This is an optimization exercise on Yosys and OpenROAD, whose aim is small area, not a production implementation. Where RTL was checked, it was by simulation tests only, not by an equivalence proof against the original. No functional check of the RTL was part of run 1.

==> flow/design.v <==
`timescale 1ns / 1ps
`default_nettype none
module pwm_module(cclk, rstb, duty_cycle, tick, pwm_out);
	input  wire cclk, rstb;
	input  wire [7:0] duty_cycle;
	input  wire tick;
	output wire pwm_out;
	reg [7:0] cycle_count;
	assign pwm_out = (cycle_count < duty_cycle);
	always @(posedge cclk) begin
		if (~rstb)
			cycle_count <= 8'd0;
		else if (tick)
			cycle_count <= cycle_count + 8'd1;
	end
endmodule
`default_nettype wire
`timescale 1ns / 1ps
`default_nettype none
module CharDraw(input wire [5:0] e, input wire [2:0] row, input wire [1:0] col, output wire on);
	localparam [2047:0] ROM = 2048'h00000000000000000000000000000000000000000000000000000000000000000000000000000000000000000000000000000000000000000000000000000000000000000000000000000000000000000000000000000000000000000000000000000000000000000000003ff5aeffaa0000002b767896bc0000002b75adfffe00000000000000000000003fc1eced9600000000129202000000002a25e7fdfe00000000000000000000003fe0ebe5320000001bf71d4b660000003be0eff9fe00000000000000000000003ce7e7ad1600000000101022000000003b93eff9fe00000000000000000000003fe7ffafea0000003f741f82fe0000003fe7ffbbfe;
	assign on = ROM[{row, col, e}];
endmodule
`default_nettype wire
`timescale 1ns / 1ps
`default_nettype none
`default_nettype wire
`timescale 1ns / 1ps
`default_nettype none
module CharReceiver(cclk, rstb, inputCharBit, d, code);
	input  wire cclk;
	input  wire rstb;
	input  wire inputCharBit;
	input  wire [4:0] d;       
	output wire [5:0] code;    
	reg [5:0]  counter;    
	reg [5:0]  currChar;   
	reg [13:0] clkCounter;
	reg [155:0] ring;      
	reg [4:0]  q;
	reg        fill;       
	reg        z0;         
	wire step     = (clkCounter != 14'd1) && counter >= 6'd8 && counter < 6'd34 && inputCharBit;
	wire complete = step && counter == 6'd33;
	wire shifting = counter >= 6'd9 && counter <= 6'd33;    
	localparam [155:0] INITV = 156'b000001000010000011000100011011011111100000100001100010100011100100100101000000000001000010000011000100011011011111100000100001100010100011100100100101000000;
	wire [5:0] init = INITV[6*q +: 6];
	wire [5:0] ring_in = fill ? init :
	                     ((q == 5'd0) && (shifting || (counter == 6'd8 && step))) ? currChar :
	                     ring[5:0];
	always @(posedge cclk)
		ring <= {ring_in, ring[155:6]};
	wire       adj = shifting && ({1'b0, d} + 6'd9 <= counter);
	wire [6:0] sum = d + adj + q;
	wire [4:0] pos = (sum >= 7'd52) ? sum - 7'd52 : (sum >= 7'd26) ? sum - 7'd26 : sum[4:0];
	reg  [5:0] rd;
	integer i;
	always @* begin
		rd = 6'd0;
		for (i = 0; i < 26; i = i + 1)
			rd = rd | ({6{pos == i}} & ring[6*i +: 6]);
	end
	assign code = (z0 && d == 5'd0) ? 6'd0 : rd;
	always @(posedge cclk) begin
		if (~rstb) begin
			counter <= 6'd9;
			currChar <= 6'd27;
			clkCounter <= 14'd0;
			q <= 5'd0;
			fill <= 1'b1;
			z0 <= 1'b1;
		end
		else begin
			if (clkCounter == 14'd1) begin
				if (inputCharBit == 1'b0 && counter == 6'd34)
					counter <= 6'd0;
				else if (counter < 6'd8) begin
					if (counter == 6'd6) begin
						if (inputCharBit) currChar <= 6'd0;
					end
					else if (counter != 6'd7)
						currChar[counter[2:0]] <= inputCharBit;
					counter <= counter + 6'd1;
				end
			end
			else if (step)
				counter <= counter + 6'd1;
			if (clkCounter == (10417) - 1)
				clkCounter <= 14'd0;
			else
				clkCounter <= clkCounter + 14'd1;
			if (!complete)
				q <= (q == 5'd0) ? 5'd25 : q - 5'd1;
			if (clkCounter == 14'd25)
				fill <= 1'b0;
			if (counter == 6'd8 && step)
				z0 <= 1'b0;
		end
	end
endmodule
`default_nettype wire
`timescale 1ns / 1ps
`default_nettype none
module ScreenMux(cclk, rstb, inputCharBit, x, y, bg_red, bg_green, bg_blue, tft_red, tft_green, tft_blue);
	input  wire cclk, rstb, inputCharBit;
	input  wire [9:0] x;
	input  wire [8:0] y;
	input  wire [7:0] bg_red, bg_green, bg_blue;
	output wire [7:0] tft_red, tft_green, tft_blue;
	wire lmode = (y >= 9'd184);        
	reg [3:0] k;
	reg [1:0] sc;
	reg [3:0] sub;
	wire idle    = (sc == 2'd3) && (sub == 4'd5);
	wire colend  = (sc == 2'd3) ? (sub == 4'd4) : (sub == (lmode ? 4'd7 : 4'd9));
	wire last    = lmode ? (k == 4'd4 || k == 4'd7 || k == 4'd11 || k == 4'd12) : (k == 4'd12);
	wire load    = lmode ? (x == 10'd6 || x == 10'd195 || x == 10'd341) : (x == 10'd4);
	wire [3:0] k0 = x[8] ? 4'd8 : x[7] ? 4'd5 : 4'd0;
	always @(posedge cclk) begin
		if (~rstb) begin
			k <= 4'd12; sc <= 2'd3; sub <= 4'd5;
		end
		else if (load) begin
			k <= (lmode ? k0 : 4'd0); sc <= 2'd0; sub <= 4'd0;
		end
		else if (!idle) begin
			if (!colend)
				sub <= sub + 4'd1;
			else if (sc != 2'd3) begin
				sub <= 4'd0; sc <= sc + 2'd1;
			end
			else if (last)
				sub <= 4'd5;
			else begin
				sub <= 4'd0; sc <= 2'd0; k <= k + 4'd1;
			end
		end
	end
	wire r1 = (y >= 9'd5)  && (y < 9'd55);
	wire r2 = (y >= 9'd60) && (y < 9'd110);
	reg [2:0] csr;
	integer i;
	always @* begin
		csr = 3'd0;
		for (i = 0; i < 5; i = i + 1)
			if ((y >= 5 + 10*i && y < 15 + 10*i) || (y >= 60 + 10*i && y < 70 + 10*i))
				csr = i;
	end
	wire       lrow = (y >= 9'd184) && (y < 9'd224);
	wire [2:0] lsr  = y[5:3] - 3'd7;    
	wire [5:0] lcode = (k == 4'd0 || k == 4'd8) ? 6'd19 :    
	                   (k == 4'd1 || k == 4'd7) ? 6'd16 :    
	                   (k == 4'd2 || k == 4'd6) ? 6'd1  :    
	                   (k == 4'd3)              ? 6'd3  :    
	                   (k == 4'd4 || k == 4'd9) ? 6'd5  :    
	                   (k == 4'd5)              ? 6'd20 :    
	                   (k == 4'd10)             ? 6'd14 :    
	                                              6'd4;      
	wire [4:0] slot = r2 ? k + 5'd13 : {1'b0, k};
	wire [5:0] code;
	CharReceiver receiver(.cclk(cclk), .rstb(rstb), .inputCharBit(inputCharBit), .d(slot), .code(code));
	wire [5:0] e    = lmode ? lcode : code;
	wire [2:0] sr   = lmode ? lsr : csr;
	wire glyph_on;
	CharDraw rom(.e(e), .row(sr), .col(sc), .on(glyph_on));
	wire obj_on = (lmode ? lrow : (r1 | r2)) && glyph_on;    
	wire mrow     = (y >= 9'd120) && (y < 9'd130);
	wire morse_on = mrow && ((x >= 10'd255 && x < 10'd275) || (x >= 10'd280 && x < 10'd300));
	reg pix;
	always @(posedge cclk) begin
		if (~rstb) pix <= 1'b0;
		else       pix <= obj_on | morse_on;
	end
	wire in_box  = (((y >= 9'd5) && (y < 9'd115)) || lrow) && !idle ||
	               (mrow && (x >= 10'd180) && (x < 10'd305));
	wire in_line = (y == 9'd136) ||
	               ((x == 10'd160 || x == 10'd320) && y >= 9'd136 && y < 9'd272);
	wire fg      = in_box | in_line;
	wire fgval   = in_box ? pix : 1'b1;
	assign tft_red   = fg ? {8{fgval}} : bg_red;
	assign tft_green = fg ? {8{fgval}} : bg_green;
	assign tft_blue  = fg ? {8{fgval}} : bg_blue;
endmodule
`default_nettype wire
`timescale 1ns / 1ps
`default_nettype none
module tft_driver(
	input wire cclk, rstb,
	input wire inputCharBit,
	input wire [7:0] switch,
	output wire tft_backlight, tft_data_ena,
	output wire tft_display, tft_vdd,
	output wire [7:0] tft_red, tft_green, tft_blue,
	input wire [7:0] bg_red, bg_green, bg_blue,
	output reg [(10-1):0] x,
	output reg [(9-1):0] y,
	output wire new_frame
);
reg on;   
pwm_module PWM (.cclk(cclk), .rstb(rstb), .duty_cycle(switch), .tick(x[0]), .pwm_out(tft_backlight));
ScreenMux screenMux(.cclk(cclk), .rstb(rstb), .inputCharBit(inputCharBit), .x(x), .y(y),
                    .bg_red(bg_red), .bg_green(bg_green), .bg_blue(bg_blue),
                    .tft_red(tft_red), .tft_green(tft_green), .tft_blue(tft_blue));
assign tft_data_ena = (x > 480 || y > 272) ? 0 : 1;
assign new_frame = (x == 0 && y == 0) ? 1 : 0;
assign tft_vdd = on;
assign tft_display = on;
always @(posedge cclk) begin
  if(~rstb) begin
    x <= 0;
    y <= 0;
    on <= 0;
  end
  else begin
    on <= 1;
    if (x == (480 + 45)) begin
      x <= 0;
      if (y == (272 + 16))
        y <= 0;
      else
        y <= y + 1;
    end
    else
      x <= x + 1;
  end
end
endmodule
`default_nettype wire
==> flow/flow/run.sh <==
#!/bin/bash
# Standard synthesis, then the combinational logic re-mapped by ABC with an
# area-oriented script (flip-flops kept as the standard synthesis made them,
# same instances and names), then the standard layout with 1x port buffers.
set -euo pipefail
R=$PWD/orfs/results/$FLOW_PLATFORM/tft_driver/base
LIB=$FLOW_HOME/platforms/sky130hd/lib/sky130_fd_sc_hd__tt_025C_1v80.lib
YOSYS=$(command -v yosys || echo /OpenROAD-flow-scripts/tools/install/yosys/bin/yosys)

bash standard.sh $R/1_2_yosys.v > synth.log 2>&1
cp $R/1_2_yosys.v $R/1_2_yosys_standard.v

cat > remap.ys <<EOF
read_liberty -ignore_miss_func $LIB
read_verilog $R/1_2_yosys_standard.v
hierarchy -top $FLOW_TOP
setattr -mod -set keep_hierarchy 1 sky130_fd_sc_hd__dfxtp_*
flatten
delete t:\$scopeinfo
opt_clean
stat -liberty $LIB
opt -fast
abc -liberty $LIB -dont_use sky130_fd_sc_hd__lpflow_* -dont_use sky130_fd_sc_hd__probe* -script $PWD/flow/remap.abc
opt_clean -purge
hilomap -singleton -hicell sky130_fd_sc_hd__conb_1 HI -locell sky130_fd_sc_hd__conb_1 LO
insbuf -buf sky130_fd_sc_hd__buf_4 A X
splitnets
opt_clean -purge
stat -liberty $LIB
hierarchy -top $FLOW_TOP
blackbox sky130_fd_sc_hd__dfxtp_*
write_verilog -noattr -noexpr -nohex -nodec $R/1_2_yosys.v
EOF
$YOSYS -l remap.log remap.ys > /dev/null 2>&1
touch $R/1_2_yosys.v

bash standard.sh BUFFER_PORTS_ARGS="-buffer_cell sky130_fd_sc_hd__buf_1" finish > layout.log 2>&1
==> flow/flow/remap.abc <==
strash; ifraig; scorr; dc2; strash; &get -n; &dch -f; &nf -R 1000 -C 32; &put
==> flow/standard.sh <==
#!/bin/bash
# synth_recipe.tcl (not shown) runs the flow's synth.tcl, then flattens the netlist and writes it again
# the make line also repeats each setting of config.mk as NAME=value (left out here)
make -C /OpenROAD-flow-scripts/flow DESIGN_CONFIG=/design/flow/config.mk WORK_HOME=/design/flow/orfs CLKGATE_MAP_FILE= SYNTH_SCRIPT=/design/flow/synth_recipe.tcl "${@:-finish}"
==> flow/config.mk <==
export PLATFORM = sky130hd
export DESIGN_NAME = tft_driver
export DESIGN_NICKNAME = tft_driver
export VERILOG_FILES = /design/flow/design.v
export SDC_FILE = /design/flow/constraint.sdc
export NUM_CORES = 4
export LEC_CHECK = 0
export ABC_AREA = 1
export CAP_MARGIN = 20
export CORE_MARGIN = 2
export CORE_UTILIZATION = 60
export CTS_BUF_LIST = sky130_fd_sc_hd__clkbuf_4
export PLACE_DENSITY = 0.75
export SLEW_MARGIN = 20
==> flow/constraint.sdc <==
create_clock -name core_clock -period 10.0 [get_ports {cclk}]
set_input_delay 2.0000 -clock core_clock [delete_from_list [all_inputs] [get_ports {cclk}]]
set_output_delay 2.0000 -clock core_clock [all_outputs]
set_load 0.01 [all_outputs]
==> flow_summary.yaml, run 1 <==
global_route:
  grt_usage_pct: 30.19
  grt_max_degree: 42
  overflow: 0
  use_met1_pct: 38.66
  grtUsageMet2_pct: 48.62
  grt_pass1_wl_um: 40900
  grt_antenna_before_repair: 0
  first_global_vias: 8265
  use_met3_pct: 7.288
  top_usage_layer: "met2"
floorplan:
  die-area_mm2: 0.01709
  pin_count: 83
  coreArea_mm2: 0.01577
  die_h_um: 130.7
  initial_utilization_pct: 61.08
  die_w_um: 130.7
  rows: 46
finish:
  layout-drive-gt1-share_pct: 8.426
  nNetsFinal: 1259
  syn2layout_area_growth_pct: 12.73
  fill_cells: 1337
  final_util_pct: 68.86
  num_antenna_cells: 0
clock_tree:
  cts_made_buffers: 55
  clock_latency_ns: 0.71
  clock_path_buffers: 3
  clk_pin_slew_worst_paths_ns: 0.07
  htreeDepth: 2
  cts_root_buf: "clkbuf_4"
  hold_buffers: 0
  cts_tree: "built"
  cts.sinks: 228
drt:
  drt-initial-drc-count: 1301
  drc_errors: 0
  finalWirelength_um: 26620
  avgRoutedWirePerCell_um: 18.06
  num_vias: 9186
  antenna_left: 0
  viasPerCell: 6.232
  drt_pre_antenna_iters: 6
sta:
  setup_viol: 0
  whs_ns: 0.2961
  hold_viol: 0
  fmax_mhz: 107.0
  min_period_ns: 9.345
  maxSlewViolCount: 0
  fin_crit_sh_pct: 93.45
  max_slew_margin_pct: 27.15
  skew_ns: 0.06971
  worst_pin_slew_ns: 1.081
outcome:
  status: "timing/DRC/antenna clean"
worst_setup_path:
  reg2reg_depth: 47
  worst-r2r-setup-slack_ns: 0.65
  worstPathRequired_ns: 10.56
  cp_common_cell: "nand2_1"
  crit_path_top_delay_cell: "or4_1"
  worstPathArrival_ns: 9.91
  r2r-start: "y[8]"
  crit_start: "y[8]"
  endpoint_kind: "register"
  start_kind: "register"
  slowest_delay_ns: 0.48
  critPathCapture: "screenMux.pix"
  crit_fanout: 10
  r2r_end: "screenMux.pix"
  worst-setup-path-type: "reg2reg"
placed_design:
  place.gp.congestion: 0.9740
  io_buffers: 82
  dp_hpwl_um: 18220
logic_synthesis:
  syn_area_mm2: 0.009633
  netlist_instances: 1093
  syn_nets: 1128
  ys_warn_count: 4
  syn_area_per_cell_um2: 8.813
worst_hold_path:
  hp-class: "reg2reg"
  hold_path_depth: 0
flow_run:
  cap_violations: 0
[state kept, by name, indices dropped and copies added (netlist names)]
signal and cells:
PWM.cycle_count 8, screenMux.pix 1, screenMux.sub 4, screenMux.receiver.z0 1
y 9, x 10, screenMux.k 4, screenMux.receiver.fill 1
on 1, screenMux.sc 2, screenMux.receiver.ring 156, screenMux.receiver.counter 6
screenMux.receiver.q 5, screenMux.receiver.currChar 6, screenMux.receiver.clkCounter 14
[layout by cell type, fill, tap and decap left out, types with 17 or more instances in the layout]
cell type,instances
a22oi_1,17
and3_1,19
a222oi_1,36
nand4_1,18
buf_1,81
nor3_1,59
nand3_1,37
xnor2_1,22
a41o_1,24
clkinv_1,44
a21oi_1,62
nor2_1,124
dfxtp_1,226
o21ai_0,74
nand2_1,108
clkbuf_4,72
[per-stage QoR]
stage | instance area, um2 | std cells | TNS [ns] | worst slack [ns]
final | 10860 | 1474 | 0 | 0.6547
after global routing | 10860 | 1474 | -0.04276 | -0.04276
after CTS | 10790 | 1473 | 0 | 0.3470
after detailed placement | 10160 | 1382 | 0 | 0.4110
after global placement | 10160 | 1382 | 0 | 0.7950
after floorplan | 9633 | 1093 | 0 | 1.136
[routing by layer]
metal / share of wire (%) / vias up
met5: 0 / -
met4: 3.7 / 0
met1: 41 / 4217
met3: 8.7 / 82
met2: 46 / 467
li1: - / 4420
[worst min-delay path by stage]
| stage | start | to | slack [ns] |
|---|---|---|---|
| after floorplan | screenMux.receiver.ring[110] | screenMux.receiver.ring[104] | 0.33 |
| after global placement | screenMux.receiver.ring[49] | screenMux.receiver.ring[43] | 0.33 |
| after detailed placement | screenMux.receiver.ring[133] | screenMux.receiver.ring[127] | 0.34 |
| after CTS | screenMux.receiver.ring[92] | screenMux.receiver.ring[86] | 0.29 |
| after global routing | screenMux.receiver.ring[138] | screenMux.receiver.ring[132] | 0.30 |
| final | screenMux.receiver.ring[92] | screenMux.receiver.ring[86] | 0.30 |
[area by class of cell]
type                    instances  area (um2)  share of cell area, %
clock buffers                  72       540.5                  4.978
multi-input cells             813        4863                  44.79
inverters                      32       123.9                  1.141
repair buffers                 94       402.9                  3.710
flip-flops and latches        228        4567                  42.06
clock inverters                19       91.34                 0.8411
well taps                     216       270.3                  2.489
[repair_timing]
| item | in CTS | in global routing |
|---|---|---|
| hold endpoints to repair | 0 | 0 |
| endpoints found under the setup margin | 0 | 1 |
| gates resized for setup | 0 | 15 |
| setup buffers | 0 | 0 |
[critical path, delay by kind of cell (launching register included)]
kind | cells | cell delay (ns)
buf+inv | 4 | 0.51
flops | 1 | 0.41
fa+ha+maj | 3 | 1.07
simple gates | 20 | 3.65
compound gates | 16 | 2.59
xor+xnor | 4 | 0.99
==> run 2: changes to the inputs <==
--- a/flow/design.v
+++ b/flow/design.v
@@ -35,5 +35,5 @@
 	output wire [5:0] code;    
 	reg [5:0]  counter;    
-	reg [5:0]  currChar;   
+	reg [6:0]  currChar;   
 	reg [13:0] clkCounter;
 	reg [155:0] ring;      
@@ -44,8 +44,38 @@
 	wire complete = step && counter == 6'd33;
 	wire shifting = counter >= 6'd9 && counter <= 6'd33;    
-	localparam [155:0] INITV = 156'b000001000010000011000100011011011111100000100001100010100011100100100101000000000001000010000011000100011011011111100000100001100010100011100100100101000000;
-	wire [5:0] init = INITV[6*q +: 6];
+	wire [5:0] enc = (currChar != 7'd0 && currChar <= 7'd37) ? currChar[5:0] : 6'd0;
+	reg [5:0] init;
+	always @* begin
+		case (q)
+			5'd0:  init = 6'd0;    
+			5'd1:  init = 6'd37;   
+			5'd2:  init = 6'd36;
+			5'd3:  init = 6'd35;
+			5'd4:  init = 6'd34;
+			5'd5:  init = 6'd33;
+			5'd6:  init = 6'd32;
+			5'd7:  init = 6'd31;
+			5'd8:  init = 6'd27;
+			5'd9:  init = 6'd4;
+			5'd10: init = 6'd3;
+			5'd11: init = 6'd2;
+			5'd12: init = 6'd1;
+			5'd13: init = 6'd0;    
+			5'd14: init = 6'd37;   
+			5'd15: init = 6'd36;
+			5'd16: init = 6'd35;
+			5'd17: init = 6'd34;
+			5'd18: init = 6'd33;
+			5'd19: init = 6'd32;
+			5'd20: init = 6'd31;
+			5'd21: init = 6'd27;
+			5'd22: init = 6'd4;
+			5'd23: init = 6'd3;
+			5'd24: init = 6'd2;
+			default: init = 6'd1;  
+		endcase
+	end
 	wire [5:0] ring_in = fill ? init :
-	                     ((q == 5'd0) && (shifting || (counter == 6'd8 && step))) ? currChar :
+	                     ((q == 5'd0) && (shifting || (counter == 6'd8 && step))) ? enc :
 	                     ring[5:0];
 	always @(posedge cclk)
@@ -65,5 +95,5 @@
 		if (~rstb) begin
 			counter <= 6'd9;
-			currChar <= 6'd27;
+			currChar <= 7'd27;
 			clkCounter <= 14'd0;
 			q <= 5'd0;
@@ -76,9 +106,5 @@
 					counter <= 6'd0;
 				else if (counter < 6'd8) begin
-					if (counter == 6'd6) begin
-						if (inputCharBit) currChar <= 6'd0;
-					end
-					else if (counter != 6'd7)
-						currChar[counter[2:0]] <= inputCharBit;
+					if (counter != 6'd7) currChar[counter[2:0]] <= inputCharBit;
 					counter <= counter + 6'd1;
 				end
--- a/flow/config.mk
+++ b/flow/config.mk
@@ -9,6 +9,5 @@
 export CAP_MARGIN = 20
 export CORE_MARGIN = 2
-export CORE_UTILIZATION = 60
-export CTS_BUF_LIST = sky130_fd_sc_hd__clkbuf_4
-export PLACE_DENSITY = 0.75
+export CORE_UTILIZATION = 40
+export PLACE_DENSITY = 0.6
 export SLEW_MARGIN = 20
==> run 2 against run 1 <==
Final cell count rose by 4.6%. Clock skew fell by 0.051 ns. Maximum frequency rose by 2.1%. Critical path depth fell by 1. Highest routed layer unchanged. Still clean.
==> flow_summary.yaml, run 2 <==
clock_tree:
  cts_tree: "built"
  cts_root_buf: "clkbuf_16"
  htreeDepth: 1
  cts.sinks: 234
  clk_pin_slew_worst_paths_ns: 0.06
  clock_latency_ns: 0.53
  cts_made_buffers: 24
  clock_path_buffers: 3
logic_synthesis:
  netlist_instances: 1096
  syn_area_per_cell_um2: 8.855
  syn_area_mm2: 0.009706
  ys_warn_count: 4
  syn_nets: 1131
global_route:
  overflow: 0
  grt_usage_pct: 20.26
  grt_antenna_before_repair: 0
  first_global_vias: 8238
  grt_pass1_wl_um: 43110
  grt_max_degree: 42
sta:
  setup_viol: 0
  fmax_mhz: 109.2
  fin_crit_sh_pct: 91.55
  tns_ns: 0
  max_slew_margin_pct: 39.05
  worst_pin_slew_ns: 0.9117
  skew_ns: 0.01919
  min_period_ns: 9.155
  maxSlewViolCount: 0
  hold_viol: 0
  rsz0062_at_grt: "no"
floorplan:
  coreArea_mm2: 0.02403
  die_h_um: 159.8
  pin_count: 83
  die-area_mm2: 0.02553
  initial_utilization_pct: 40.38
  rows: 57
  die_w_um: 159.8
drt:
  finalWirelength_um: 26830
  antenna_left: 0
  viasPerCell: 5.844
  drt-initial-drc-count: 1000
  drc_errors: 0
  avgRoutedWirePerCell_um: 17.40
  num_vias: 9012
  drt_pre_antenna_iters: 6
finish:
  num_antenna_cells: 0
  layout-drive-gt1-share_pct: 5.993
  multi_input_area_mm2: 0.004813
  regMostFlops: "screenMux.receiver.ring"
  syn2layout_area_growth_pct: 16.50
  fill_cells: 2299
  final_common_cell: "dfxtp_1"
  seq_area_mm2: 0.004690
  largest_reg_flops: 156
  reg.largest.list: "screenMux.receiver.ring (156), screenMux.receiver.clkCounter (14), x (10)"
  final_cell_mix: "dfxtp_1, nor2_1, nand2_1, buf_1, a21oi_1"
  nNetsFinal: 1236
worst_hold_path:
  hold_path_depth: 0
  holdCritStartpoint: "screenMux.receiver.ring[22]"
  hp-class: "reg2reg"
  holdPathEnd: "screenMux.receiver.ring[16]"
worst_setup_path:
  cp_num_buf_inv: 3
  r2r-start: "y[2]"
  endpoint_kind: "register"
  crit_path_top_delay_cell: "dfxtp_1"
  cp_top_family: "compound AO/OA/AOI/OAI gates"
  r2r_end: "screenMux.pix"
  start_kind: "register"
  worst-setup-path-type: "reg2reg"
  worst-r2r-setup-slack_ns: 0.84
  worstPathRequired_ns: 10.41
  worstPathArrival_ns: 9.56
  slowest_delay_ns: 0.54
  reg2reg_depth: 46
  crit_fanout: 12
placed_design:
  dp_hpwl_um: 18810
  place.gp.congestion: 0.9353
  io_buffers: 82
flow_run:
  cap_violations: 0
outcome:
  status: "timing/DRC/antenna clean"
==> run 2: per-stage QoR <==
| step | worst slack [ns] | std cells | hold WS (ns) | area [um2] | utilization, % |
|---|---|---|---|---|---|
| finish | 0.8445 | 1542 | 0.3429 | 11310 | 47.05 |
| global placement | -0.09505 | 1496 | 0.3340 | 10380 | 43.19 |
| detailed placement | -0.1234 | 1496 | 0.3386 | 10380 | 43.19 |
| CTS | 0.07567 | 1539 | 0.3492 | 11220 | 46.67 |
| global route | 0.003746 | 1542 | 0.3551 | 11310 | 47.05 |
| floorplan | 1.174 | 1096 | 0.3298 | 9706 | - |
==> run 2: worst max-delay path by stage <==
stage	start	to	slack, ns	depth (start not counted)
final	y[2]	screenMux.pix	0.84	46
after global routing	y[8]	screenMux.pix	0.004	48
after CTS	y[8]	screenMux.pix	0.08	46
after detailed placement	y[8]	screenMux.pix	-0.12	44
after global placement	y[8]	screenMux.pix	-0.1	43
after floorplan	y[4]	screenMux.pix	1.17	39
==> run 2: timing repair <==
action                     in CTS  in global routing
pin swaps                       0                  1
hold buffers                    0                  0
setup endpoints to repair       1                  1
setup buffers                   0                  2
resized for setup               2                 23
hold endpoints to repair        0                  0
==> run 2: layout make-up <==
cell class / instances / area share (%)
Clock inverter: 11 / 1.538
Inverter: 33 / 1.095
Timing Repair Buffer: 99 / 3.895
Tap cell: 324 / 3.585
Clock buffer: 32 / 5.843
Multi-Input combinational cell: 809 / 42.57
Sequential cell: 234 / 41.47
==> run 2: metal layers <==
layer | part of all wire [%] | routed length, um | up-vias | GRT usage [%]
met5 | 0 | 0 | - | 0
met4 | 2.3 | 619 | 0 | 5.774
met3 | 7.7 | 2064 | 55 | 3.143
met2 | 44 | 11820 | 378 | 32.00
met1 | 46 | 12320 | 4209 | 28.79
li1 | - | - | 4370 | -
==> run 3: changes to the inputs <==
--- a/flow/design.v
+++ b/flow/design.v
@@ -28,83 +28,69 @@
 `timescale 1ns / 1ps
 `default_nettype none
-module CharReceiver(cclk, rstb, inputCharBit, d, code);
+module CharReceiver(cclk, rstb, inputCharBit, k, r2, code);
 	input  wire cclk;
 	input  wire rstb;
 	input  wire inputCharBit;
-	input  wire [4:0] d;       
+	input  wire [3:0] k;       
+	input  wire r2;            
 	output wire [5:0] code;    
 	reg [5:0]  counter;    
-	reg [6:0]  currChar;   
+	reg [5:0]  currChar;   
 	reg [13:0] clkCounter;
-	reg [155:0] ring;      
-	reg [4:0]  q;
+	localparam [13:0] CNT1 = 14'd1, CNT25 = 14'd3854, CNTLAST = 14'd2538;
+	reg [77:0] ring1;      
+	reg [77:0] ring2;
+	reg [3:0]  q;
 	reg        fill;       
 	reg        z0;         
-	wire step     = (clkCounter != 14'd1) && counter >= 6'd8 && counter < 6'd34 && inputCharBit;
+	wire step     = (clkCounter != CNT1) && counter >= 6'd8 && counter < 6'd34 && inputCharBit;
 	wire complete = step && counter == 6'd33;
 	wire shifting = counter >= 6'd9 && counter <= 6'd33;    
-	wire [5:0] enc = (currChar != 7'd0 && currChar <= 7'd37) ? currChar[5:0] : 6'd0;
-	reg [5:0] init;
-	always @* begin
-		case (q)
-			5'd0:  init = 6'd0;    
-			5'd1:  init = 6'd37;   
-			5'd2:  init = 6'd36;
-			5'd3:  init = 6'd35;
-			5'd4:  init = 6'd34;
-			5'd5:  init = 6'd33;
-			5'd6:  init = 6'd32;
-			5'd7:  init = 6'd31;
-			5'd8:  init = 6'd27;
-			5'd9:  init = 6'd4;
-			5'd10: init = 6'd3;
-			5'd11: init = 6'd2;
-			5'd12: init = 6'd1;
-			5'd13: init = 6'd0;    
-			5'd14: init = 6'd37;   
-			5'd15: init = 6'd36;
-			5'd16: init = 6'd35;
-			5'd17: init = 6'd34;
-			5'd18: init = 6'd33;
-			5'd19: init = 6'd32;
-			5'd20: init = 6'd31;
-			5'd21: init = 6'd27;
-			5'd22: init = 6'd4;
-			5'd23: init = 6'd3;
-			5'd24: init = 6'd2;
-			default: init = 6'd1;  
-		endcase
-	end
-	wire [5:0] ring_in = fill ? init :
-	                     ((q == 5'd0) && (shifting || (counter == 6'd8 && step))) ? enc :
-	                     ring[5:0];
-	always @(posedge cclk)
-		ring <= {ring_in, ring[155:6]};
-	wire       adj = shifting && ({1'b0, d} + 6'd9 <= counter);
-	wire [6:0] sum = d + adj + q;
-	wire [4:0] pos = (sum >= 7'd52) ? sum - 7'd52 : (sum >= 7'd26) ? sum - 7'd26 : sum[4:0];
-	reg  [5:0] rd;
+	localparam [77:0] INITV = 78'b000001000010000011000100011011011111100000100001100010100011100100100101000000;
+	wire [5:0] init = INITV[6*q +: 6];
+	wire at0 = (q == 4'd0);
+	wire w1  = at0 && ((counter == 6'd8 && step) || (counter >= 6'd9 && counter <= 6'd20));
+	wire w2  = at0 && ((counter == 6'd21 && step) || (counter >= 6'd22 && counter <= 6'd33));
+	wire [5:0] in1 = fill ? init : w1 ? ring2[5:0] : ring1[5:0];
+	wire [5:0] in2 = fill ? init : w2 ? currChar   : ring2[5:0];
+	always @(posedge cclk) begin
+		ring1 <= {in1, ring1[77:6]};
+		ring2 <= {in2, ring2[77:6]};
+	end
+	wire       adj  = shifting && ({1'b0, r2 ? k + 5'd13 : {1'b0, k}} + 6'd9 <= counter);
+	wire [3:0] idx  = k + adj;                  
+	wire       row2 = r2 || (idx == 4'd13 && counter <= 6'd20);
+	wire [3:0] c    = (idx == 4'd13) ? 4'd0 : idx;
+	wire [4:0] sum  = c + q;
+	wire [3:0] pos  = (sum >= 5'd13) ? sum - 5'd13 : sum[3:0];
+	reg  [5:0] rd1, rd2;
 	integer i;
 	always @* begin
-		rd = 6'd0;
-		for (i = 0; i < 26; i = i + 1)
-			rd = rd | ({6{pos == i}} & ring[6*i +: 6]);
-	end
-	assign code = (z0 && d == 5'd0) ? 6'd0 : rd;
+		rd1 = 6'd0; rd2 = 6'd0;
+		for (i = 0; i < 13; i = i + 1) begin
+			rd1 = rd1 | ({6{pos == i}} & ring1[6*i +: 6]);
+			rd2 = rd2 | ({6{pos == i}} & ring2[6*i +: 6]);
+		end
+	end
+	assign code = (z0 && !r2 && k == 4'd0) ? 6'd0 : row2 ? rd2 : rd1;
 	always @(posedge cclk) begin
 		if (~rstb) begin
 			counter <= 6'd9;
-			currChar <= 7'd27;
+			currChar <= 6'd27;
 			clkCounter <= 14'd0;
-			q <= 5'd0;
+			q <= 4'd0;
 			fill <= 1'b1;
 			z0 <= 1'b1;
 		end
 		else begin
-			if (clkCounter == 14'd1) begin
+			if (clkCounter == CNT1) begin
 				if (inputCharBit == 1'b0 && counter == 6'd34)
 					counter <= 6'd0;
 				else if (counter < 6'd8) begin
-					if (counter != 6'd7) currChar[counter[2:0]] <= inputCharBit;
+					if (counter == 6'd6) begin
+						if (inputCharBit) currChar <= 6'd0;
+					end
+					else if (counter != 6'd7)
+						currChar[counter[2:0]] <= inputCharBit;
 					counter <= counter + 6'd1;
 				end
@@ -112,11 +98,11 @@
 			else if (step)
 				counter <= counter + 6'd1;
-			if (clkCounter == (10417) - 1)
+			if (clkCounter == CNTLAST)
 				clkCounter <= 14'd0;
 			else
-				clkCounter <= clkCounter + 14'd1;
+				clkCounter <= {clkCounter[12:0], ~^{clkCounter[13], clkCounter[12], clkCounter[11], clkCounter[1]}};
 			if (!complete)
-				q <= (q == 5'd0) ? 5'd25 : q - 5'd1;
-			if (clkCounter == 14'd25)
+				q <= at0 ? 4'd12 : q - 4'd1;
+			if (clkCounter == CNT25)
 				fill <= 1'b0;
 			if (counter == 6'd8 && step)
@@ -183,7 +169,6 @@
 	                   (k == 4'd10)             ? 6'd14 :    
 	                                              6'd4;      
-	wire [4:0] slot = r2 ? k + 5'd13 : {1'b0, k};
 	wire [5:0] code;
-	CharReceiver receiver(.cclk(cclk), .rstb(rstb), .inputCharBit(inputCharBit), .d(slot), .code(code));
+	CharReceiver receiver(.cclk(cclk), .rstb(rstb), .inputCharBit(inputCharBit), .k(k), .r2(r2), .code(code));
 	wire [5:0] e    = lmode ? lcode : code;
 	wire [2:0] sr   = lmode ? lsr : csr;
==> flow/flow/remap.abc (replaced) <==
strash; ifraig; scorr; dc2; balance -l; resub -K 6 -l; rewrite -l; resub -K 6 -N 2 -l; refactor -l; resub -K 8 -l; balance -l; resub -K 8 -N 2 -l; rewrite -l; resub -K 10 -l; rewrite -z -l; resub -K 10 -N 2 -l; balance -l; resub -K 12 -l; refactor -z -l; resub -K 12 -N 2 -l; rewrite -z -l; balance -l; dc2; balance -l; resub -K 6 -l; rewrite -l; resub -K 6 -N 2 -l; refactor -l; resub -K 8 -l; balance -l; resub -K 8 -N 2 -l; rewrite -l; resub -K 10 -l; rewrite -z -l; resub -K 10 -N 2 -l; balance -l; resub -K 12 -l; refactor -z -l; resub -K 12 -N 2 -l; rewrite -z -l; balance -l; dc2; balance -l; resub -K 6 -l; rewrite -l; resub -K 6 -N 2 -l; refactor -l; resub -K 8 -l; balance -l; resub -K 8 -N 2 -l; rewrite -l; resub -K 10 -l; rewrite -z -l; resub -K 10 -N 2 -l; balance -l; resub -K 12 -l; refactor -z -l; resub -K 12 -N 2 -l; rewrite -z -l; balance -l; strash; &get -n; &dch -f; &nf -R 1000 -C 32; &put
--- a/flow/config.mk
+++ b/flow/config.mk
@@ -7,7 +7,10 @@
 export LEC_CHECK = 0
 export ABC_AREA = 1
-export CAP_MARGIN = 20
+export CAP_MARGIN = 0
 export CORE_MARGIN = 2
-export CORE_UTILIZATION = 40
-export PLACE_DENSITY = 0.6
-export SLEW_MARGIN = 20
+export CORE_UTILIZATION = 70
+export CTS_BUF_LIST = sky130_fd_sc_hd__clkbuf_8
+export CTS_CLUSTER_DIAMETER = 60
+export CTS_CLUSTER_SIZE = 16
+export PLACE_DENSITY = 0.8
+export SLEW_MARGIN = 0
==> run 3 against run 2 <==
Worst setup slack better by 0.15 ns. Clock skew grew 0.0093 ns. Global-route usage is 15 points higher. Sequential share of layout area rose by 3.4 points. Sequential cell count fell by 7. Still clean on timing, DRC and antenna. Register-to-register slack gained 0.15 ns. Highest routed layer is now met5. Wire length down 4.3%. Die area shrank 45%. Hold slack gained 0.0021 ns.
==> flow_summary.yaml, run 3 <==
outcome:
  status: "timing/DRC/antenna clean"
global_route:
  overflow: 0
  grt_usage_pct: 35.42
  grt_antenna_before_repair: 1
  first_global_vias: 8173
  grt_pass1_wl_um: 40910
  grt_max_degree: 44
floorplan:
  die_h_um: 118.9
  die_w_um: 118.9
  initial_utilization_pct: 72.34
  die-area_mm2: 0.01413
  rows: 41
  coreArea_mm2: 0.01277
  pin_count: 83
worst_setup_path:
  r2r_end: "screenMux.pix"
  worst-r2r-setup-slack_ns: 1.0
  worstPathRequired_ns: 10.48
  crit_path_top_delay_cell: "dfxtp_1"
  crit_fanout: 17
  reg2reg_depth: 44
  start_kind: "register"
  cp_common_cell: "nor2_1"
  endpoint_kind: "register"
  worstPathArrival_ns: 9.48
  worst-setup-path-type: "reg2reg"
  slowest_delay_ns: 0.64
  r2r-start: "y[4]"
placed_design:
  place.gp.congestion: 1.001
  io_buffers: 82
  dp_hpwl_um: 18270
drt:
  avgRoutedWirePerCell_um: 19.22
  antenna_left: 0
  finalWirelength_um: 25680
  viasPerCell: 6.561
  drt-initial-drc-count: 1334
  drc_errors: 0
  num_vias: 8766
  drt_pre_antenna_iters: 8
clock_tree:
  htreeDepth: 1
  cts_made_buffers: 19
  cts.sinks: 227
  clk_pin_slew_worst_paths_ns: 0.11
  clock_latency_ns: 0.53
  cts_root_buf: "clkbuf_8"
  cts_setup_buffers: 0
  cts_tree: "built"
  clock_path_buffers: 3
sta:
  tns_ns: 0
  setup_viol: 0
  rsz0062_at_grt: "no"
  skew_ns: 0.02851
  min_period_ns: 9.004
  max_slew_margin_pct: 48.01
  fin_crit_sh_pct: 90.04
  maxSlewViolCount: 0
  fmax_mhz: 111.1
  worst_pin_slew_ns: 0.7717
  hold_viol: 0
finish:
  final_cell_mix: "dfxtp_1, nor2_1, nand2_1, buf_1, o21ai_0"
  num_antenna_cells: 0
  reg.largest.list: "screenMux.receiver.ring1 (78), screenMux.receiver.ring2 (78), screenMux.receiver.clkCounter (14)"
  nNetsFinal: 1196
  layout-drive-gt1-share_pct: 4.467
  final_common_cell: "dfxtp_1"
  syn2layout_area_growth_pct: 9.519
worst_hold_path:
  hold_path_depth: 0
  hp-class: "reg2reg"
  holdPathEnd: "screenMux.receiver.ring1[55]"
  holdCritStartpoint: "screenMux.receiver.ring1[61]"
flow_run:
  cap_violations: 0
logic_synthesis:
  syn_area_per_cell_um2: 8.750
  syn_area_mm2: 0.009240
  ys_warn_count: 4
  netlist_instances: 1056
  syn_nets: 1091
run 3: cell type report:
class / instances / area [um2]
Fill cell: 788 / 2654
Multi-Input combinational cell: 785 / 4478
Clock buffer: 20 / 275.3
Sequential cell: 227 / 4544
Tap cell: 172 / 215.2
Clock inverter: 4 / 42.54
Inverter: 24 / 90.09
Timing Repair Buffer: 104 / 474.2
run 3: critical path: cells and delay by family, from the launching register on:
family | cells | cell delay [ns]
flip-flops | 1 | 0.64
XOR/XNOR | 3 | 0.74
adder cells (fa/ha/maj) | 2 | 0.79
AO/OA/AOI/OAI | 18 | 3.23
buffers and inverters | 2 | 0.41
AND/OR/NAND/NOR | 19 | 3.15
run 3: what timing repair did:
item,4_1_cts,5_1_grt
setup endpoints to repair,0,1
hold buffers,0,0
gates resized for setup,0,4
run 3: worst max-delay path by stage:
stage	from	slack (ns)	cells after the start	end
after detailed placement	y[4]	0.97	37	screenMux.pix
after global routing	y[4]	0.12	39	screenMux.pix
after global placement	y[4]	1.19	41	screenMux.pix
final	y[4]	1.0	44	screenMux.pix
after floorplan	y[4]	1.87	42	screenMux.pix
after CTS	y[4]	0.90	41	screenMux.pix
run 3: per-stage QoR:
stage	cells	worst slack [ns]	hold slack [ns]	instance area, um2	utilization (%)
after CTS	1336	0.9005	0.3534	10100	79.10
after floorplan	1056	1.866	0.3298	9240	-
final	1336	0.9965	0.3450	10120	79.22
after global placement	1312	1.188	0.3322	9786	76.61
after detailed placement	1312	0.9659	0.3358	9786	76.61
after global routing	1336	0.1189	0.3554	10120	79.22
run 3: per-layer routing:
metal	vias up	global-route usage (%)	wire length, um
li1	4067	-	-
met1	4047	47.61	10380
met2	559	56.72	11510
met3	91	8.525	3024
met4	2	10.94	753
met5	-	0	13
==> run 4: changes to the inputs <==
--- a/flow/config.mk
+++ b/flow/config.mk
@@ -7,10 +7,10 @@
 export LEC_CHECK = 0
 export ABC_AREA = 1
-export CAP_MARGIN = 0
+export CAP_MARGIN = 20
 export CORE_MARGIN = 2
-export CORE_UTILIZATION = 70
+export CORE_UTILIZATION = 60
 export CTS_BUF_LIST = sky130_fd_sc_hd__clkbuf_8
 export CTS_CLUSTER_DIAMETER = 60
 export CTS_CLUSTER_SIZE = 16
-export PLACE_DENSITY = 0.8
-export SLEW_MARGIN = 0
+export PLACE_DENSITY = 0.75
+export SLEW_MARGIN = 20
==> run 4 against run 3 <==
Core utilization shrank 12 points. Hold slack gained 0.0034 ns. Clock skew grew 0.0015 ns. Maximum frequency shrank 1.0%. Sequential share of layout area is essentially flat. Critical path type unchanged. Critical endpoint unchanged. Highest routed layer is now met4.
==> flow_summary.yaml, run 4 <==
clock_tree:
  cts_setup_buffers: 0
  hold_buffers: 0
  post_cts_resized: 0
  cts_root_buf: "clkbuf_8"
  cts_made_buffers: 19
  cts.sinks: 227
  htreeDepth: 1
  clk_pin_slew_worst_paths_ns: 0.11
  cts_tree: "built"
  clock_path_buffers: 3
  clock_latency_ns: 0.54
global_route:
  grt_usage_pct: 29.04
  overflow: 0
  grt_antenna_before_repair: 0
  grt_max_degree: 44
  grt_pass1_wl_um: 38630
  first_global_vias: 7426
worst_setup_path:
  crit_path_top_delay_cell: "nor2_1"
  worst-setup-path-type: "reg2reg"
  slowest_delay_ns: 0.92
  start_kind: "register"
  endpoint_kind: "register"
  worstPathArrival_ns: 9.55
  crit_fanout: 15
  worstPathRequired_ns: 10.45
  cp_common_cell: "nor2_1"
drt:
  finalWirelength_um: 24470
  drc_errors: 0
  drt_pre_antenna_iters: 5
  antenna_left: 0
  drt-initial-drc-count: 1044
  num_vias: 8338
  viasPerCell: 6.185
  avgRoutedWirePerCell_um: 18.16
floorplan:
  pin_count: 83
  die_w_um: 128.1
  initial_utilization_pct: 61.01
  die-area_mm2: 0.01641
  die_h_um: 128.1
  coreArea_mm2: 0.01515
  rows: 45
sta:
  worst_pin_slew_ns: 1.174
  hold_viol: 0
  rsz0062_at_grt: "no"
  whs_ns: 0.3484
  maxSlewViolCount: 0
  max_slew_margin_pct: 21.44
  tns_ns: 0
  setup_viol: 0
  fin_crit_sh_pct: 90.97
  skew_ns: 0.03002
  min_period_ns: 9.097
  fmax_mhz: 109.9
finish:
  reg.largest.list: "screenMux.receiver.ring1 (78), screenMux.receiver.ring2 (78), screenMux.receiver.clkCounter (14)"
  final_common_cell: "dfxtp_1"
  layout-drive-gt1-share_pct: 4.397
  final_cell_mix: "dfxtp_1, nor2_1, nand2_1, buf_1, o21ai_0"
  fill_cells: 1273
  nNetsFinal: 1191
  num_antenna_cells: 0
  syn2layout_area_growth_pct: 9.519
flow_run:
  cap_violations: 0
logic_synthesis:
  netlist_instances: 1056
  syn_area_per_cell_um2: 8.750
  syn_area_mm2: 0.009240
  syn_nets: 1091
  ys_warn_count: 4
placed_design:
  io_buffers: 82
  dp_hpwl_um: 17140
  place.gp.congestion: 0.9798
worst_hold_path:
  hp-class: "reg2reg"
outcome:
  status: "timing/DRC/antenna clean"
[run 4: layout make-up]
class,instances,area [um2],share of cell area (%)
sequential,227,4546,44.92
multi-input combinational,785,4499,44.46
timing repair buffer,99,436.7,4.315
clock buffer,19,261.5,2.584
tap,188,235.2,2.324
inverter,24,90.09,0.8902
clock inverter,6,51.30,0.5069
[run 4: per-stage QoR]
step	area (um2)	setup slack, ns	std cells	utilization [%]
floorplan	9240	1.866	1056	-
global placement	9768	1.165	1323	64.49
detailed placement	9768	0.8157	1323	64.49
CTS	10080	0.7481	1348	66.56
global route	10120	0.03005	1348	66.82
finish	10120	0.9032	1348	66.82
[run 4: worst paths after layout]
kind / from / end / slack, ns / cells past startpoint
hold reg to reg: screenMux.receiver.ring1[61] / screenMux.receiver.ring1[55] / 0.35 / 0
setup / recovery: y[3] / screenMux.pix / 0.90 / 41
hold / removal: screenMux.receiver.ring1[61] / screenMux.receiver.ring1[55] / 0.35 / 0
setup reg to reg: y[3] / screenMux.pix / 0.90 / 41
[run 4: critical path, delay by kind of cell, from the launching register on]
kind	cells	cell delay [ns]
AO/OA/AOI/OAI	14	2.43
XOR/XNOR	3	0.72
adder cells (fa/ha/maj)	1	0.36
buffers and inverters	2	0.33
flip-flops	1	0.46
AND/OR/NAND/NOR	21	4.73
[run 4: metal layers]
metal  global-route usage, %  vias to the layer above  share of wire, %
met3                   5.467                       63               9.0
met4                   9.050                        0               2.7
met1                   43.09                     3767                46
met5                       0                        -                 0
met2                   42.84                      436                43
li1                        -                     4072                 -
==> run 5: changes to the inputs <==
--- a/flow/flow/run.sh
+++ b/flow/flow/run.sh
@@ -15,5 +15,5 @@
 read_verilog $R/1_2_yosys_standard.v
 hierarchy -top $FLOW_TOP
-setattr -mod -set keep_hierarchy 1 sky130_fd_sc_hd__dfxtp_*
+setattr -mod -set keep_hierarchy 1 sky130_fd_sc_hd__*df* sky130_fd_sc_hd__dl*
 flatten
 delete t:\$scopeinfo
@@ -29,5 +29,5 @@
 stat -liberty $LIB
 hierarchy -top $FLOW_TOP
-blackbox sky130_fd_sc_hd__dfxtp_*
+blackbox sky130_fd_sc_hd__*df* sky130_fd_sc_hd__dl*
 write_verilog -noattr -noexpr -nohex -nodec $R/1_2_yosys.v
 EOF
--- a/flow/config.mk
+++ b/flow/config.mk
@@ -13,4 +13,5 @@
 export CTS_CLUSTER_DIAMETER = 60
 export CTS_CLUSTER_SIZE = 16
+export GPL_TIMING_DRIVEN = 0
 export PLACE_DENSITY = 0.75
 export SLEW_MARGIN = 20
==> run 5 against run 4 <==
Global-route usage fell by 1.3 points. Worst setup slack got worse by 0.085 ns. Maximum frequency fell by 0.93%. Wire length fell by 5.2%. Critical path type unchanged. Highest routed layer unchanged.
==> flow_summary.yaml, run 5 <==
worst_setup_path:
  cp_common_cell: "nand2_1"
  worstPathRequired_ns: 10.49
  start_kind: "register"
  worstPathArrival_ns: 9.67
  slowest_delay_ns: 0.67
  cp_num_buf_inv: 2
  crit_fanout: 17
  worst-setup-path-type: "reg2reg"
  endpoint_kind: "register"
  cp_top_family: "compound AO/OA/AOI/OAI gates"
  crit_path_top_delay_cell: "dfxtp_1"
sta:
  setup_viol: 0
  min_period_ns: 9.182
  hold_viol: 0
  skew_ns: 0.02104
  worst_pin_slew_ns: 1.140
  fmax_mhz: 108.9
  rsz0062_at_grt: "no"
  maxSlewViolCount: 0
  max_slew_margin_pct: 23.74
  fin_crit_sh_pct: 91.82
global_route:
  grt_usage_pct: 27.77
  grt_antenna_before_repair: 0
  grt_pass1_wl_um: 37130
  first_global_vias: 7221
  overflow: 0
  grt_max_degree: 44
drt:
  avgRoutedWirePerCell_um: 17.07
  num_vias: 8238
  drc_errors: 0
  finalWirelength_um: 23190
  drt-initial-drc-count: 965
  drt_pre_antenna_iters: 7
  antenna_left: 0
  viasPerCell: 6.062
floorplan:
  die_w_um: 128.1
  pin_count: 83
  rows: 45
  coreArea_mm2: 0.01515
  die-area_mm2: 0.01641
  die_h_um: 128.1
  initial_utilization_pct: 61.01
finish:
  final_cells: 1359
  nNetsFinal: 1201
  syn2layout_area_growth_pct: 11.08
  num_antenna_cells: 0
  final_cell_mix: "dfxtp_1, nor2_1, nand2_1, buf_1"
  final_common_cell: "dfxtp_1"
  multi_input_area_mm2: 0.004532
  seq_area_mm2: 0.004548
  fill_cells: 1258
  reg.largest.list: "screenMux.receiver.ring1 (78), screenMux.receiver.ring2 (78), screenMux.receiver.clkCounter (14)"
  layout-drive-gt1-share_pct: 6.319
flow_run:
  cap_violations: 0
logic_synthesis:
  syn_area_per_cell_um2: 8.750
  netlist_instances: 1056
  ys_warn_count: 4
  syn_area_mm2: 0.009240
  syn_nets: 1091
clock_tree:
  clock_latency_ns: 0.54
  clock_path_buffers: 3
  cts_made_buffers: 19
  htreeDepth: 1
  clk_pin_slew_worst_paths_ns: 0.10
  cts_root_buf: "clkbuf_8"
  cts.sinks: 227
  cts_tree: "built"
placed_design:
  dp_hpwl_um: 15990
  io_buffers: 82
  dpl.cell_count: 1330
  place.gp.congestion: 0.9360
outcome:
  status: "timing/DRC/antenna clean"
worst_hold_path:
  hp-class: "reg2reg"
## run 5: final timing paths
| path | slack (ns) | endpoint | start | depth (start not counted) |
|---|---|---|---|---|
| worst max-delay path | 0.82 | screenMux.pix | y[5] | 39 |
| worst max register to register | 0.82 | screenMux.pix | y[5] | 39 |
| worst min-delay path | 0.34 | screenMux.receiver.ring2[10] | screenMux.receiver.ring2[16] | 0 |
| worst min register to register | 0.34 | screenMux.receiver.ring2[10] | screenMux.receiver.ring2[16] | 0 |
## run 5: layer usage
layer | wire, um | vias up | global-route usage (%)
met5 | 0 | - | 0
met4 | 335 | 0 | 7.563
met3 | 1863 | 31 | 5.467
met2 | 10030 | 346 | 40.99
met1 | 10960 | 3780 | 41.48
li1 | - | 4081 | -
## run 5: area by class of cell
class | instances | share of cell area [%]
timing repair buffer | 89 | 3.596
tap | 188 | 2.292
multi-input combinational | 785 | 44.15
sequential | 227 | 44.31
buffer | 20 | 1.463
clock inverter | 7 | 0.7558
inverter | 24 | 0.8777
clock buffer | 19 | 2.548
## run 5: through the flow
step                      hold slack, ns  cell area, um2  setup TNS (ns)  util [%]  setup slack (ns)
after global routing              0.3403           10260               0     67.77           0.02790
after detailed placement          0.3356            9849         -0.2491     65.03           -0.2491
after global placement            0.3338            9783         -0.8937     64.59           -0.8937
after CTS                         0.3439           10190               0     67.27            0.1047
final                             0.3391           10260               0     67.77            0.8182
after floorplan                   0.3298            9240               0         -             1.866
## run 5: timing repair
item	in CTS	in global routing
gates resized for setup	1	11
buffers inserted	0	2
hold buffers	0	0
pin swaps	0	1
endpoints found under the setup margin	1	1
==> run 6: changes to the inputs <==
--- a/flow/flow/run.sh
+++ b/flow/flow/run.sh
@@ -18,4 +18,6 @@
 flatten
 delete t:\$scopeinfo
+# internal net names only: ports keep their own nets, with no pass-through copies
+rename -hide w:* i:* o:* %u %d
 opt_clean
 stat -liberty $LIB
@@ -24,5 +26,5 @@
 opt_clean -purge
 hilomap -singleton -hicell sky130_fd_sc_hd__conb_1 HI -locell sky130_fd_sc_hd__conb_1 LO
-insbuf -buf sky130_fd_sc_hd__buf_4 A X
+insbuf -buf sky130_fd_sc_hd__buf_1 A X
 splitnets
 opt_clean -purge
==> run 6 against run 5 <==
Still clean. Wire length about the same. Via count is 0.64% higher. Register-to-register slack worse by 0.16 ns. Core utilization is 1.6 points higher. Final cell count shrank 1.6%. Worst setup slack lost 0.16 ns. Clock-buffer cell count unchanged. Sequential share of layout area grew 0.45 points. Highest routed layer unchanged.
==> flow_summary.yaml, run 6 <==
outcome:
  status: "timing/DRC/antenna clean"
clock_tree:
  cts.sinks: 227
  clock_latency_ns: 0.54
  cts_made_buffers: 19
  htreeDepth: 1
  hold_buffers: 0
  cts_tree: "built"
  clk_pin_slew_worst_paths_ns: 0.09
  cts_root_buf: "clkbuf_8"
  clock_path_buffers: 3
placed_design:
  placed_cell_area_mm2: 0.009677
  io_buffers: 82
  place.gp.congestion: 0.9264
  dp_hpwl_um: 15880
worst_setup_path:
  r2r_end: "screenMux.pix"
  cp_top_family: "simple AND/OR/NAND/NOR gates"
  endpoint_kind: "register"
  r2r-start: "y[8]"
  worst-setup-path-type: "reg2reg"
  worst-path-stages: 40
  worstPathArrival_ns: 9.80
  worstPathRequired_ns: 10.46
  start_kind: "register"
  crit_path_top_delay_cell: "dfxtp_1"
  cp_common_cell: "nand2_1"
  reg2reg_depth: 40
  slowest_delay_ns: 0.53
  crit_fanout: 9
  worst-r2r-setup-slack_ns: 0.66
  cp_num_buf_inv: 2
global_route:
  grt_usage_pct: 28.10
  grt_antenna_before_repair: 0
  grt_pass1_wl_um: 37400
  first_global_vias: 7289
  grt_max_degree: 44
  overflow: 0
drt:
  drt_pre_antenna_iters: 7
  drt-initial-drc-count: 876
  viasPerCell: 6.201
  num_vias: 8291
  drc_errors: 0
  avgRoutedWirePerCell_um: 17.35
  antenna_left: 0
  finalWirelength_um: 23200
sta:
  skew_ns: 0.02769
  worst_pin_slew_ns: 1.139
  maxSlewViolCount: 0
  fmax_mhz: 107.1
  setup_viol: 0
  hold_viol: 0
  fin_crit_sh_pct: 93.40
  max_slew_margin_pct: 23.80
  min_period_ns: 9.340
  whs_ns: 0.3365
finish:
  layout-drive-gt1-share_pct: 4.770
  nNetsFinal: 1183
  reg.largest.list: "screenMux.receiver.ring1 (78), screenMux.receiver.ring2 (78), screenMux.receiver.clkCounter (14)"
  syn2layout_area_growth_pct: 11.74
  final_area_mm2: 0.01016
  final_cell_mix: "dfxtp_1, nor2_1, nand2_1, buf_1"
  num_antenna_cells: 0
  fill_cells: 1222
  final_common_cell: "dfxtp_1"
worst_hold_path:
  hp-class: "reg2reg"
  holdCritStartpoint: "screenMux.receiver.ring2[54]"
  hold_path_depth: 0
  holdPathEnd: "screenMux.receiver.ring2[48]"
logic_synthesis:
  syn_area_per_cell_um2: 8.769
  syn_nets: 1072
  syn_area_mm2: 0.009094
  netlist_instances: 1037
  ys_warn_count: 4
floorplan:
  die_h_um: 127.1
  die_w_um: 127.1
  pin_count: 83
  coreArea_mm2: 0.01464
  initial_utilization_pct: 62.10
  die-area_mm2: 0.01616
  rows: 44
flow_run:
  cap_violations: 0
-- run 6: cell types whose count changed in the layout (fill, tap and decap cells not counted), sizes merged --
cell and delta:
inv -1, buf -18, bufinv +1
-- run 6: worst max-delay path by stage --
| stage | start | endpoint | slack, ns |
|---|---|---|---|
| 6_report | y[8] | screenMux.pix | 0.66 |
| 3_5_place_dp | y[4] | screenMux.pix | -0.38 |
| 4_1_cts | y[4] | screenMux.pix | 0.26 |
| 5_1_grt | y[8] | screenMux.pix | -0.04 |
| 2_1_floorplan | y[4] | screenMux.pix | 1.83 |
| 3_3_place_gp | y[4] | screenMux.pix | -0.68 |
-- run 6: cell type report --
class | count | area (um2) | share of cell area, %
Buffer | 1 | 3.754 | 0.03694
Sequential cell | 227 | 4548 | 44.76
Timing Repair Buffer | 90 | 370.4 | 3.645
Clock inverter | 7 | 100.1 | 0.9851
Multi-Input combinational cell | 785 | 4553 | 44.81
Inverter | 24 | 93.84 | 0.9235
Clock buffer | 19 | 261.5 | 2.574
Tap cell | 184 | 230.2 | 2.266
-- run 6: metrics by stage --
step                cells  setup WS, ns  setup TNS [ns]  util (%)
global placement     1303       -0.6807         -0.6807     65.77
global route         1337      -0.04341        -0.04341     69.39
detailed placement   1305       -0.3798         -0.3798     66.08
CTS                  1331        0.2556               0     68.57
floorplan            1037         1.826               0         -
finish               1337        0.6605               0     69.39
-- run 6: routing by layer --
metal	vias up	track usage, %	part of all wire (%)	wire length, um
met5	-	0	0	0
met4	0	6.076	1.8	417
met2	327	42.19	44	10110
met1	3876	42.91	47	10840
met3	34	4.439	7.9	1829
li1	4054	-	-	-
-- run 6: repair_timing --
action,4_1_cts,5_1_grt
pin swaps,0,1
buffers inserted,0,4
endpoints found under the setup margin,1,1
gates resized for setup,2,14
==> run 7: changes to the inputs <==
--- a/flow/config.mk
+++ b/flow/config.mk
@@ -13,5 +13,4 @@
 export CTS_CLUSTER_DIAMETER = 60
 export CTS_CLUSTER_SIZE = 16
-export GPL_TIMING_DRIVEN = 0
 export PLACE_DENSITY = 0.75
 export SLEW_MARGIN = 20
==> run 7 against run 6 <==
Still clean. Non-clock buffer count is 11 higher. Final area down 0.64%. Synthesized area unchanged. Clock-buffer cell count did not move. Via count increased by 0.62%. Largest cell class is now sequential cells. Highest routed layer unchanged.
==> flow_summary.yaml, run 7 <==
logic_synthesis:
  syn_area_mm2: 0.009094
  syn_area_per_cell_um2: 8.769
  netlist_instances: 1037
  syn_nets: 1072
  ys_warn_count: 4
finish:
  layout-drive-gt1-share_pct: 4.134
  final_cell_mix: "dfxtp_1, nor2_1, nand2_1, buf_1, o21ai_0"
  reg.largest.list: "screenMux.receiver.ring1 (78), screenMux.receiver.ring2 (78), screenMux.receiver.clkCounter (14)"
  final_common_cell: "dfxtp_1"
  final_util_pct: 68.94
  syn2layout_area_growth_pct: 11.02
  nNetsFinal: 1194
  num_antenna_cells: 0
floorplan:
  rows: 44
  die-area_mm2: 0.01616
  coreArea_mm2: 0.01464
  die_h_um: 127.1
  pin_count: 83
  die_w_um: 127.1
  initial_utilization_pct: 62.10
drt:
  viasPerCell: 6.202
  finalWirelength_um: 24180
  met1Wirelength_um: 11300
  drt_pre_antenna_iters: 7
  wl_met2_um: 10660
  drt-initial-drc-count: 805
  drc_errors: 0
  avgRoutedWirePerCell_um: 17.98
  num_vias: 8342
  antenna_left: 0
  wl_met3_um: 1721
  dr.max_layer_used: "met4"
sta:
  hold_viol: 0
  maxSlewViolCount: 0
  setup_viol: 0
  min_period_ns: 9.067
  fmax_mhz: 110.3
  worst_pin_slew_ns: 0.8590
  skew_ns: 0.03165
  whs_ns: 0.3538
  tns_ns: 0
  fin_ws_ns: 0.9329
  fin_crit_sh_pct: 90.67
  max_slew_margin_pct: 42.58
  rsz0062_at_grt: "no"
worst_setup_path:
  worstPathRequired_ns: 10.45
  start_kind: "register"
  slowest_delay_ns: 0.69
  cp_common_cell: "nor2_1"
  cp_num_buf_inv: 2
  worst-path-stages: 41
  endpoint_kind: "register"
  worst-r2r-setup-slack_ns: 0.93
  worst-setup-path-type: "reg2reg"
  worstPathArrival_ns: 9.52
  crit_fanout: 17
  reg2reg_depth: 41
  cp_top_family: "simple AND/OR/NAND/NOR gates"
  crit_path_top_delay_cell: "dfxtp_1"
flow_run:
  cap_violations: 0
outcome:
  status: "timing/DRC/antenna clean"
placed_design:
  pre_cts_ws_ns: 1.047
  io_buffers: 82
  place.gp.congestion: 0.9623
  dp_hpwl_um: 17020
worst_hold_path:
  hp-class: "reg2reg"
  hold_path_depth: 0
clock_tree:
  cts_tree: "built"
  clock_latency_ns: 0.53
  htreeDepth: 1
  cts_root_buf: "clkbuf_8"
  cts.sinks: 227
  clk_pin_slew_worst_paths_ns: 0.10
  cts_made_buffers: 19
  clock_path_buffers: 3
global_route:
  overflow: 0
  grt_usage_pct: 29.32
  first_global_vias: 7590
  grt_pass1_wl_um: 38960
  grt_antenna_before_repair: 0
  grt_max_degree: 44
-- run 7: routing by layer --
| metal | up-vias | track usage (%) |
|---|---|---|
| li1 | 4058 | - |
| met2 | 346 | 44.43 |
| met1 | 3893 | 43.62 |
| met4 | 0 | 7.304 |
| met3 | 45 | 5.235 |
| met5 | - | 0 |
-- run 7: worst paths after layout --
path | startpoint | endpoint
setup / recovery | y[5] | screenMux.pix
hold / removal | screenMux.receiver.ring2[57] | screenMux.receiver.ring2[51]
setup reg to reg | y[5] | screenMux.pix
hold reg to reg | screenMux.receiver.ring2[57] | screenMux.receiver.ring2[51]
-- run 7: through the flow --
stage | std cells | area (um2)
floorplan | 1037 | 9094
global placement | 1322 | 9786
detailed placement | 1322 | 9788
CTS | 1345 | 10090
global route | 1345 | 10100
finish | 1345 | 10100
-- run 7: area by class of cell --
cell class | count | area, um2
fillers | 1239 | 4548
flip-flops and latches | 227 | 4544
multi-input cells | 785 | 4473
repair buffers | 102 | 459.2
clock buffers | 19 | 261.5
well taps | 184 | 230.2
inverters | 24 | 90.09
clock inverters | 4 | 37.54
-- run 7: repair_timing --
item / 4_1_cts / 5_1_grt
gates resized for setup: 0 / 2
setup buffers: 0 / 0
endpoints found under the setup margin: 0 / 1
hold buffers: 0 / 0

-- static timing again, ports no longer ideal --
The results above use ideal ports. As a check the final layouts listed here were re-extracted and re-timed, cells and wires unchanged. Step 1: set_driving_cell puts a clkbuf_16 on cclk and a buf_2 on each other input, an assumption about the parent block. Step 2 also shifts input and output timing later by t, the mid clock arrival at the registers, as if the neighbouring blocks saw the same clock. a / b / c = ideal ports / drivers / drivers and shift; a / b = the first two.
| run | t, ns | setup WS [ns] | worst setup path after step 2 | pins driven straight from the clock port |
|---|---|---|---|---|
| run 1 | 0.716 | 0.655 / 0.655 / 0.655 | register to register | 1 |
| run 2 | 0.565 | 0.845 / 0.845 / 0.845 | register to register | 1 |
| run 3 | 0.553 | 0.996 / 0.996 / 0.996 | register to register | 1 |
| run 4 | 0.559 | 0.903 / 0.903 / 0.903 | register to register | 1 |
| run 5 | 0.572 | 0.818 / 0.818 / 0.818 | register to register | 1 |
| run 6 | 0.560 | 0.660 / 0.660 / 0.660 | register to register | 1 |
| run 7 | 0.557 | 0.933 / 0.933 / 0.933 | register to register | 1 |
After both steps every run listed still meets setup and hold.
